This design comes from an exercise in tuning for small area on the open sky130 flow, not from production work. In this exercise RTL edits were held to simulation tests only and were not proved equivalent to the original. Power and IR drop assume default switching activity.

--- flow/design.v ---
`timescale 1ns / 1ps
module display_controller(
	input clk,
	input rst,
	output hSync, vSync,
	output reg bright,
	output reg[9:0] hCount, 
	output reg [9:0] vCount  
	);
	reg pulse;
	reg clk25;
	always @(posedge clk, posedge rst)
		begin
		if (rst)
			begin
			pulse <= 0;
			clk25 <= 0;
			end
		else
			begin
			pulse <= ~pulse;
			if (~pulse)
				clk25 <= ~clk25;
			end
		end
	wire tick25;
	assign tick25 = ~pulse & ~clk25;
	always @ (posedge clk, posedge rst)
		begin
		if (rst)
			begin
			hCount <= 0;
			vCount <= 0;
			end
		else if (tick25)
			begin
			if (hCount < 10'd799)
				begin
				hCount <= hCount + 1;
				end
			else if (vCount < 10'd524)
				begin
				hCount <= 0;
				vCount <= vCount + 1;
				end
			else
				begin
				hCount <= 0;
				vCount <= 0;
				end
			end
		end
	assign hSync = (hCount < 96) ? 0:1;
	assign vSync = (vCount < 2) ? 0:1;
	always @(posedge clk, posedge rst)
		begin
		if (rst)
			bright <= 0;
		else if (tick25)
			begin
			if(hCount > 10'd143 && hCount < 10'd784 && vCount > 10'd34 && vCount < 10'd516)
				bright <= 1;
			else
				bright <= 0;
			end
		end	
endmodule
`timescale 1ns / 1ps
module block_controller(
	input clk,
	input move_en,  
	input bright,
	input rst,
	input up, input down, input left, input right,
	input [9:0] hCount, vCount,
	output reg [11:0] rgb,
	output reg [11:0] background
   );
	wire block_fill;
	wire apple_fill;
	reg [9:0] xpos, ypos;
	reg [9:0] appXPos, appYPos;
	reg [1:0] direction;
	reg apple, apple_inX, apple_inY;
	parameter RED   = 12'b1111_0000_0000;
	parameter BLUE = 12'b1111_1111_0000;
	parameter SPEED = 1'd1;
	always@ (*) begin
    	if(~bright )	 
			rgb = 12'b0000_0000_0000;
		else if (apple_fill) 
			rgb = RED; 
		else if (block_fill) 
			rgb = RED; 
		else	
			rgb=background;
	end
	assign apple_fill = vCount>=(appYPos-5) && vCount<=(appYPos+5) && hCount>=(appXPos-5) && hCount<=(appXPos+5);
	assign block_fill= vCount>=(ypos-5) && vCount<=(ypos+5) && hCount>=(xpos-5) && hCount<=(xpos+5);
	always@(posedge clk, posedge rst) 
	begin
		if(rst)
		begin 
			xpos<=450;
			ypos<=250;
			appXPos<=450;
			appYPos <= 250;
			direction<=2'b00;
		end
		else if (move_en) begin
			if(right)
			begin
				direction <= 2'b00;
			end
			else if(left)
			begin
				direction <= 2'b01;
			end
			else if(up)
			begin
				direction <= 2'b10;
			end
			else if(down)
			begin
				direction <= 2'b11;
			end
			if(direction == 2'b00) begin
				xpos<=xpos+SPEED;  
				if(xpos==800)  
					xpos<=150;
			end
			else if(direction == 2'b01) begin
				xpos<=xpos-SPEED;
				if(xpos==150)
					xpos<=800;
			end
			else if(direction == 2'b10) begin
				ypos<=ypos-SPEED;
				if(ypos==34)
					ypos<=514;
			end
			else if(direction == 2'b11) begin
				ypos<=ypos+SPEED;
				if(ypos==514)
					ypos<=34;
			end
		end
	end
	always@(posedge clk, posedge rst) begin
		if(rst)
			background <= 12'b1111_1111_1111;
		else if (move_en)
			background <= 12'b0000_1111_1111;
	end
endmodule
`timescale 1ns / 1ps
module vga_top(
	input ClkPort,
	input BtnC,
	input BtnU,
	input BtnR,
	input BtnL,
	input BtnD,
	output hSync, vSync,
	output [3:0] vgaR, vgaG, vgaB,
	output An0, An1, An2, An3, An4, An5, An6, An7,
	output Ca, Cb, Cc, Cd, Ce, Cf, Cg, Dp,
	output MemOE, MemWR, RamCS, QuadSpiFlashCS
	);
	wire Reset;
	assign Reset=BtnC;
	wire bright;
	wire[9:0] hc, vc;
	wire[15:0] score;
	wire up,down,left,right;
	wire [3:0] anode;
	wire [11:0] rgb;
	wire rst;
	reg [3:0]	SSD;
	wire [3:0]	SSD3, SSD2, SSD1, SSD0;
	reg [7:0]  	SSD_CATHODES;
	wire [1:0] 	ssdscan_clk;
	reg [27:0]	DIV_CLK;
	always @ (posedge ClkPort, posedge Reset)  
	begin : CLOCK_DIVIDER
      if (Reset)
			DIV_CLK <= 0;
	  else
			DIV_CLK <= DIV_CLK + 1'b1;
	end
	wire move_en;
	assign move_en=(DIV_CLK[11:0] == 12'h7FF);  
	wire [11:0] background;
	display_controller dc(.clk(ClkPort), .rst(Reset), .hSync(hSync), .vSync(vSync), .bright(bright), .hCount(hc), .vCount(vc));
	block_controller sc(.clk(ClkPort), .move_en(move_en), .bright(bright), .rst(BtnC), .up(BtnU), .down(BtnD),.left(BtnL),.right(BtnR),.hCount(hc), .vCount(vc), .rgb(rgb), .background(background));
	assign vgaR = rgb[11 : 8];
	assign vgaG = rgb[7  : 4];
	assign vgaB = rgb[3  : 0];
	assign {MemOE, MemWR, RamCS, QuadSpiFlashCS} = 4'b1111;
	assign SSD3 = 4'b0000;
	assign SSD2 = background[11:8];
	assign SSD1 = background[7:4];
	assign SSD0 = background[3:0];
	assign ssdscan_clk = DIV_CLK[19:18];
	assign An0	= !(~(ssdscan_clk[1]) && ~(ssdscan_clk[0]));   
	assign An1	= !(~(ssdscan_clk[1]) &&  (ssdscan_clk[0]));   
	assign An2	=  !((ssdscan_clk[1]) && ~(ssdscan_clk[0]));   
	assign An3	=  !((ssdscan_clk[1]) &&  (ssdscan_clk[0]));   
	assign {An7, An6, An5, An4} = 4'b1111;
	always @ (ssdscan_clk, SSD0, SSD1, SSD2, SSD3)
	begin : SSD_SCAN_OUT
		case (ssdscan_clk) 
				  2'b00: SSD = SSD0;
				  2'b01: SSD = SSD1;
				  2'b10: SSD = SSD2;
				  2'b11: SSD = SSD3;
		endcase 
	end
	always @ (SSD) 
	begin : HEX_TO_SSD
		case (SSD)  
			4'b0000: SSD_CATHODES = 8'b00000010;  
			4'b0001: SSD_CATHODES = 8'b10011110;  
			4'b0010: SSD_CATHODES = 8'b00100100;  
			4'b0011: SSD_CATHODES = 8'b00001100;  
			4'b0100: SSD_CATHODES = 8'b10011000;  
			4'b0101: SSD_CATHODES = 8'b01001000;  
			4'b0110: SSD_CATHODES = 8'b01000000;  
			4'b0111: SSD_CATHODES = 8'b00011110;  
			4'b1000: SSD_CATHODES = 8'b00000000;  
			4'b1001: SSD_CATHODES = 8'b00001000;  
			4'b1010: SSD_CATHODES = 8'b00010000;  
			4'b1011: SSD_CATHODES = 8'b11000000;  
			4'b1100: SSD_CATHODES = 8'b01100010;  
			4'b1101: SSD_CATHODES = 8'b10000100;  
			4'b1110: SSD_CATHODES = 8'b01100000;  
			4'b1111: SSD_CATHODES = 8'b01110000;  
			default: SSD_CATHODES = 8'bXXXXXXXX;  
		endcase
	end	
	assign {Ca, Cb, Cc, Cd, Ce, Cf, Cg, Dp} = {SSD_CATHODES};
endmodule
--- flow/run.sh ---
#!/bin/bash
# synth_recipe.tcl (not shown) runs the flow's synth.tcl, then flattens the netlist and writes it again
# the make line also repeats each setting of config.mk as NAME=value (left out here)
make -C /OpenROAD-flow-scripts/flow DESIGN_CONFIG=/design/flow/config.mk WORK_HOME=/design/flow/orfs CLKGATE_MAP_FILE= SYNTH_SCRIPT=/design/flow/synth_recipe.tcl finish
--- flow/config.mk ---
export PLATFORM = sky130hd
export DESIGN_NAME = vga_top
export DESIGN_NICKNAME = vga_top
export VERILOG_FILES = /design/flow/design.v
export SDC_FILE = /design/flow/constraint.sdc
export NUM_CORES = 4
export LEC_CHECK = 0
export CAP_MARGIN = 20
export CORE_MARGIN = 2
export CORE_UTILIZATION = 35
export PLACE_DENSITY = 0.6
export SLEW_MARGIN = 20
--- flow/constraint.sdc ---
create_clock -name core_clock -period 10.0 [get_ports {ClkPort}]
set_input_delay 2.0000 -clock core_clock [delete_from_list [all_inputs] [get_ports {ClkPort}]]
set_output_delay 2.0000 -clock core_clock [all_outputs]
set_load 0.01 [all_outputs]
==> run notes <==
[final cells by class]
class                           count  area (sq um)  area share (%)
Multi-Input combinational cell    542          3560            57.4
Clock inverter                      6          90.1            1.45
Inverter                           28           105            1.70
Clock buffer                       10           229            3.70
Tap cell                          216           270            4.36
Sequential cell                    66          1670            26.9
Timing Repair Buffer               28           278            4.48
[worst paths after layout]
check | start | end | slack [ns] | cells after the start
setup / recovery | sc.xpos[0] | vgaR[0] | 3.89 | 13
hold / removal | DIV_CLK[17] | DIV_CLK[17] | 0.47 | 1
setup reg to reg | sc.ypos[0] | sc.ypos[8] | 7.44 | 7
hold reg to reg | DIV_CLK[17] | DIV_CLK[17] | 0.47 | 1
max in group asynchronous | BtnC | sc.ypos[2] | 7.20 | 3
min in group asynchronous | BtnC | sc.xpos[4] | 2.24 | 3
[state kept, by name (all words and copies together), names as in the netlist]
signal         count
dc.bright          1
dc.hCount         10
dc.clk25           1
sc.ypos           10
dc.pulse           1
sc.direction       2
DIV_CLK           20
sc.background      1
dc.vCount         10
sc.xpos           10
[cell families after synthesis]
group	count (synthesis)	share of synthesized area (%)
AND/OR/NAND/NOR	251	23.2
AO/OA/AOI/OAI	169	18.8
buffers and inverters	82	7.26
flip-flops	66	29.8
XOR/XNOR	56	8.78
adder cells (fa/ha/maj)	51	11.4
multiplexers	3	0.560
other	2	0.134
[routing by layer]
layer  track usage (%)  part of all wire, %  wire (microns)
met1              22.4                   48            6400
met2              26.8                   46            6210
met3              2.99                  4.4             591
met4              5.95                  1.9             249
met5                 0                    0               0
[worst max-delay path, delay by kind of cell, from the launching register on]
| kind | cells | cell delay (ns) |
|---|---|---|
| AO/OA/AOI/OAI | 3 | 0.94 |
| XOR/XNOR | 1 | 0.16 |
| adder cells (fa/ha/maj) | 2 | 0.58 |
| buffers and inverters | 2 | 0.85 |
| flip-flops | 1 | 0.44 |
| AND/OR/NAND/NOR | 5 | 0.82 |
[power breakdown]
group,leakage (nW),internal (mW),switching (mW)
registers,0.837,0.267,0.000000157
clock network,0.153,0.219,0.125
logic,1.67,0.00216,0.00797
total,2.66,0.489,0.133
[layout by cell type, fill, tap and decap left out, types with 6 or more instances in the layout]
cell type	instances
inv_1	27
nor2_1	63
nand2_1	46
a21oi_1	24
nor2b_1	9
and3_1	10
nand4_1	17
dfstp_2	11
o21ai_0	72
o21a_1	6
nor3_1	23
clkbuf_16	9
nor4_1	7
ha_1	51
o22ai_1	8
and4_1	8
a21o_1	6
xnor2_1	35
conb_1	12
nand3_1	26
dfrtp_1	55
xor2_1	21
a31oi_1	11
clkdlybuf4s50_1	27
nand2b_1	10
==> impl_metrics.json <==
{
  "status": "finished clean",
  "synth_area_leader_cell": "dfrtp_1",
  "ir_drop_v": 0.0000771,
  "critical_path.max_stage_delay_ns": 0.67,
  "slew_viol_final": 0,
  "clk_pin_slew_ns": 0.06,
  "holdBufCountCts": 0,
  "end_kind": "output pin",
  "ys_warn_count": 3,
  "grt_pass1_vias": 4630,
  "tightest_slew_ns": 1.02,
  "grt_pass1_wl_microns": 22600,
  "critPathSlowestCell": "clkdlybuf4s50_1",
  "ant_nets": 0,
  "initial_core_util_pct": 35.5,
  "synth.area.top_cells": "dfrtp_1 25%, ha_1 11%, o21ai_0 6.5%",
  "placed_cells_incl_taps": 880,
  "globalplace.congestion": 0.888,
  "ys_async_sr_fraction_pct": 100,
  "ctsLongestPathBuffers": 2,
  "finalSetupTns_ns": 0,
  "cp_max_fo": 7,
  "die_w_microns": 130,
  "finalWirelength_microns": 13500,
  "worstPathArrival_ns": 4.11,
  "finalWorstSetupSlack_ns": 3.89,
  "antenna_found_initial": 0,
  "path_cells": "inv_1, ha_1, nor2b_1, nor3_1, nand2_1, xor2_1, ha_1, nand4_1, nor3_1, a211o_1, o311ai_0, o41ai_1, clkdlybuf4s50_1",
  "io_buffers": 27,
  "dp_hpwl_microns": 9820,
  "fmax_ghz": 0.164,
  "overflow": 0,
  "total_power_mw": 0.622,
  "synth_edf_count": 0,
  "yosysMostFrequentCell": "o21ai_0",
  "die_y_microns": 130,
  "synth_area_sq_um": 5590,
  "hold_class": "flop to flop",
  "drt-pass1-iter-count": 5,
  "synthFlopType": "dfrtp_1",
  "die_area_sq_um": 17000,
  "postLayoutCoreUtil_pct": 39.4,
  "avgViaCountPerCell": 5.49,
  "drt_iter0_drc": 352,
  "cts_tree": "done",
  "cts_resized": 0,
  "cts.sinks": 66,
  "path_class": "flop to output pin",
  "dp_slack_ns": 4.22,
  "h-tree-depth": 3,
  "final-setup-viol-count": 0,
  "core_sq_um": 15700,
  "grt_max_degree": 67,
  "nets": 732,
  "slew_headroom_pct": 31.2,
  "clk_latency_ns": 0.34,
  "cts_setup_buffers": 0,
  "crit_path_start_kind": "flop",
  "syn_avg_cell_area_sq_um": 8.21,
  "ys_ff_latch": 66,
  "synth_common_cells": "72 x o21ai_0, 63 x nor2_1, 55 x dfrtp_1, 51 x ha_1, 46 x nand2_1",
  "area_delta_synth_final_pct": 10.9,
  "synthDistinctLibCells": 64,
  "io_pins": 40,
  "synthCells": 680,
  "fin_crit_sh_pct": 61.1,
  "pwr_density_cell_nw_per_um2": 100,
  "ys_seq_area_share_pct": 29.8,
  "hold_ws_ns": 0.471,
  "hold_viol_final": 0,
  "num_vias": 4917,
  "synth_top_cell_area_share_pct": 24.6,
  "drc": 0,
  "grt.total_usage_pct": 16.6,
  "dpl_cell_area_sq_um": 5880,
  "row_count": 46,
  "numCtsBuffers": 9,
  "root_buffer": "clkbuf_16",
  "fin_cells": 896,
  "leakage_nw": 2.66,
  "wl_per_cell_microns": 15.0,
  "fin_skew_ns": 0.00511,
  "layout-drive-gt1-share_pct": 6.03,
  "max_cap_viol_count": 0,
  "num-fill-cells": 1618,
  "rsz0062_at_grt": "false",
  "required_ns": 8.00,
  "antennaDiodeCount": 0,
  "fin_crit_ns": 6.11,
  "postLayoutCellArea_sq_um": 6190
}

-- re-timing with driven ports --
The flow's constraints put no driver on any port. The routed layout listed below was extracted and timed again, unchanged, in two steps. Step 1 (the two cells are an assumption about what drives the block):
set clk [get_ports {ClkPort}]
set_driving_cell -lib_cell sky130_fd_sc_hd__clkbuf_16 $clk
set_driving_cell -lib_cell sky130_fd_sc_hd__buf_2 [delete_from_list [all_inputs] $clk]
Step 2 adds t to the input delays and takes it off the output delays; t is the mean of the earliest and latest rising clock arrival at the registers after step 1. Input paths then give back, and output paths get back, about the clock's delay inside the block. Slacks: ideal / step 1 / step 2; pairs: ideal / step 1.
t, ns: 0.376
setup slack, ns: 3.894 / 3.854 / 4.230
hold slack, ns: 0.471 / 0.471 / 0.471
latest minus earliest clock arrival (ns): 0.005 / 0.006
After both steps this run still meets setup and hold. The setup slack of this run moves by -0.040 ns with the drivers and by +0.336 ns with both steps.
